From an optimization exercise on the open Yosys and OpenROAD flow, aimed at small area; shortcuts taken in it are not production practice.
At most, simulation tests tie the RTL to the original design; equivalence was not proved.

## hdr_core
module hdr_core(
    input  wire       clk,
    input  wire       rst,         
    input  wire       pix_stb,     
    input  wire       animate,     
    input  wire [9:0] x,           
    input  wire [9:0] y,           
    input  wire       btnL,        
    input  wire       btnD,
    input  wire       btnU,
    input  wire       btnR,
    input  wire       pause,       
    output wire [2:0] vgaRed,
    output wire [2:0] vgaGreen,
    output wire [2:0] vgaBlue
    );
Size: about 990 cells after synthesis, roughly 38 I/O pins, about 8300 um2 of cells after synthesis.
==> module hdr_acc, before the edit <==
module hdr_acc (
    input  wire       clk,
    input  wire       rst,
    input  wire [4:0] h,
    output reg  [3:0] d5, d4, d3, d2, d1,
    output reg  [2:0] d0h
    );
    reg m;
    wire [4:0] s2 = {1'b0, d2} + h;                          
    wire ge20 = s2[4] & (s2[3] | s2[2]);
    wire ge10 = s2[4] | (s2[3] & (s2[2] | s2[1]));
    wire [3:0] u2 = s2[3:0] + (ge20 ? 4'd12 : ge10 ? 4'd6 : 4'd0);    
    wire [1:0] c2 = {ge20, ge10 & ~ge20};
    wire [4:0] s3 = {1'b0, d3} + {3'b0, c2};                 
    wire c3 = s3[3] & (s3[2] | s3[1]);
    wire [3:0] u3 = c3 ? {3'b000, s3[0]} : s3[3:0];
    wire c4i = c3 & (d4 == 4'd9);
    wire [3:0] u4 = c4i ? 4'd0 : d4 + {3'b0, c3};
    wire c5i = c4i & (d5 == 4'd9);
    wire [3:0] u5 = c5i ? 4'd0 : d5 + {3'b0, c4i};
    wire um = m | c5i;
    wire b = ~(d1[3] | (d1[2] & d1[1] & d1[0] & d0h[1] & d0h[0]));    
    wire u45 = u4[2] & u4[0];
    wire nb  = ~b;
    wire u2ge = u2[3] | (u2[2] & (u2[1] | (u2[0] & nb)));
    wire wrap = um & (u45 | (u4[2] & u3[3] & (u3[0] | u2ge)));
    wire [3:0] e  = u2 + 4'd5 - {3'b0, b};
    wire [3:0] w2 = u2ge ? e - 4'd10 : e;
    wire [1:0] w3 = {u45 & u2ge, u45 ? ~u2ge : (u3[0] & u2ge)};
    wire [2:0] l0s = d0h + 3'd2;                 
    wire l0c = (l0s >= 3'd5);
    wire [2:0] l0 = l0c ? l0s - 3'd5 : l0s;
    wire [3:0] l1s = d1 + 4'd2 + {3'b0, l0c};
    wire [3:0] l1 = (l1s >= 4'd10) ? l1s - 4'd10 : l1s;
    always @(posedge clk) begin
        if (rst) begin
            m <= 1'b0; d5 <= 4'd0; d4 <= 4'd0; d3 <= 4'd0; d2 <= 4'd0; d1 <= 4'd0; d0h <= 3'd0;
        end else if (wrap) begin
            m <= 1'b0; d5 <= 4'd0; d4 <= 4'd0; d3 <= {2'b0, w3}; d2 <= w2;
            d1 <= l1; d0h <= l0;
        end else begin
            m <= um; d5 <= u5; d4 <= u4; d3 <= u3; d2 <= u2;
        end
    end
endmodule
Settings: LEC_CHECK=0, CAP_MARGIN=20, CORE_MARGIN=2, CORE_UTILIZATION=60, CTS_BUF_LIST=sky130_fd_sc_hd__clkbuf_8, SLEW_MARGIN=20; clock period 20.0 ns.
standard.sh (not shown) runs the stock make flow with config.mk's settings and CLKGATE_MAP_FILE= SYNTH_SCRIPT=/design/flow/synth_recipe.tcl, a recipe that flattens the netlist after the stock synthesis.
==> flow/flow/run.sh <==
#!/bin/bash
# Standard layout with two changes in how it is made:
# - the port buffers are the smallest buffer (buf_1) instead of the resizer's default pick;
set -euo pipefail
export BUFFER_PORTS_ARGS="-buffer_cell sky130_fd_sc_hd__buf_1"
bash standard.sh > standard_make.log 2>&1
==> next run, changes <==
--- a/flow/design.v
+++ b/flow/design.v
@@ -55,7 +55,8 @@
     wire u2ge = u2[3] | (u2[2] & (u2[1] | (u2[0] & nb)));
     wire wrap = um & (u45 | (u4[2] & u3[3] & (u3[0] | u2ge)));
-    wire [3:0] e  = u2 + 4'd5 - {3'b0, b};
-    wire [3:0] w2 = u2ge ? e - 4'd10 : e;
-    wire [1:0] w3 = {u45 & u2ge, u45 ? ~u2ge : (u3[0] & u2ge)};
+    wire [1:0] k = u45 ? 2'd2 : {1'b0, u3[0]};
+    wire [4:0] w = {k, 3'b000} + {1'b0, k, 1'b0} + {1'b0, u2} - 5'd5 - {4'b0, b};   
+    wire [3:0] w2 = (w >= 5'd20) ? w - 5'd20 : (w >= 5'd10) ? w - 5'd10 : w;
+    wire [1:0] w3 = (w >= 5'd20) ? 2'd2 : (w >= 5'd10) ? 2'd1 : 2'd0;
     wire [2:0] l0s = d0h + 3'd2;                 
     wire l0c = (l0s >= 3'd5);
After rerunning: Register-to-register slack gets worse by 1300 ps; via count decreases by about 2.5%; setup slack gets better by 920 ps; die area hardly moves; wire length decreases by about 4%; utilization increases by 1.2 points; synthesized area hardly moves.
Only the layout flow was run in the second run of this note; the RTL was not checked for function there.

==> separate check: timing with driven ports <==
Ports are ideal in the flow. The routed layouts listed here were re-timed in OpenROAD.
Step 1 (the two cells are an assumption about what drives the block):
set clk [get_ports {clk}]
set_driving_cell -lib_cell sky130_fd_sc_hd__clkbuf_16 $clk
set_driving_cell -lib_cell sky130_fd_sc_hd__buf_2 [delete_from_list [all_inputs] $clk]
Step 2 also shifts input and output timing later by t, the mid clock arrival at the registers, as if the neighbouring blocks saw the same clock.
Three values: ideal, step 1, step 2; two values: the first two.
run	t (ns)	setup slack, ns	worst data-port slew with drivers (ns)	cell pins on the clock port's net
the first run	0.410	11.543 / 11.552 / 11.142	0.07	1
the second run	0.411	12.467 / 12.477 / 12.065	0.04	1
After both steps setup and hold are still met in every run listed. The setup slack of the second run, which loses most, moves by +0.010 ns with the drivers and by -0.402 ns with both steps.
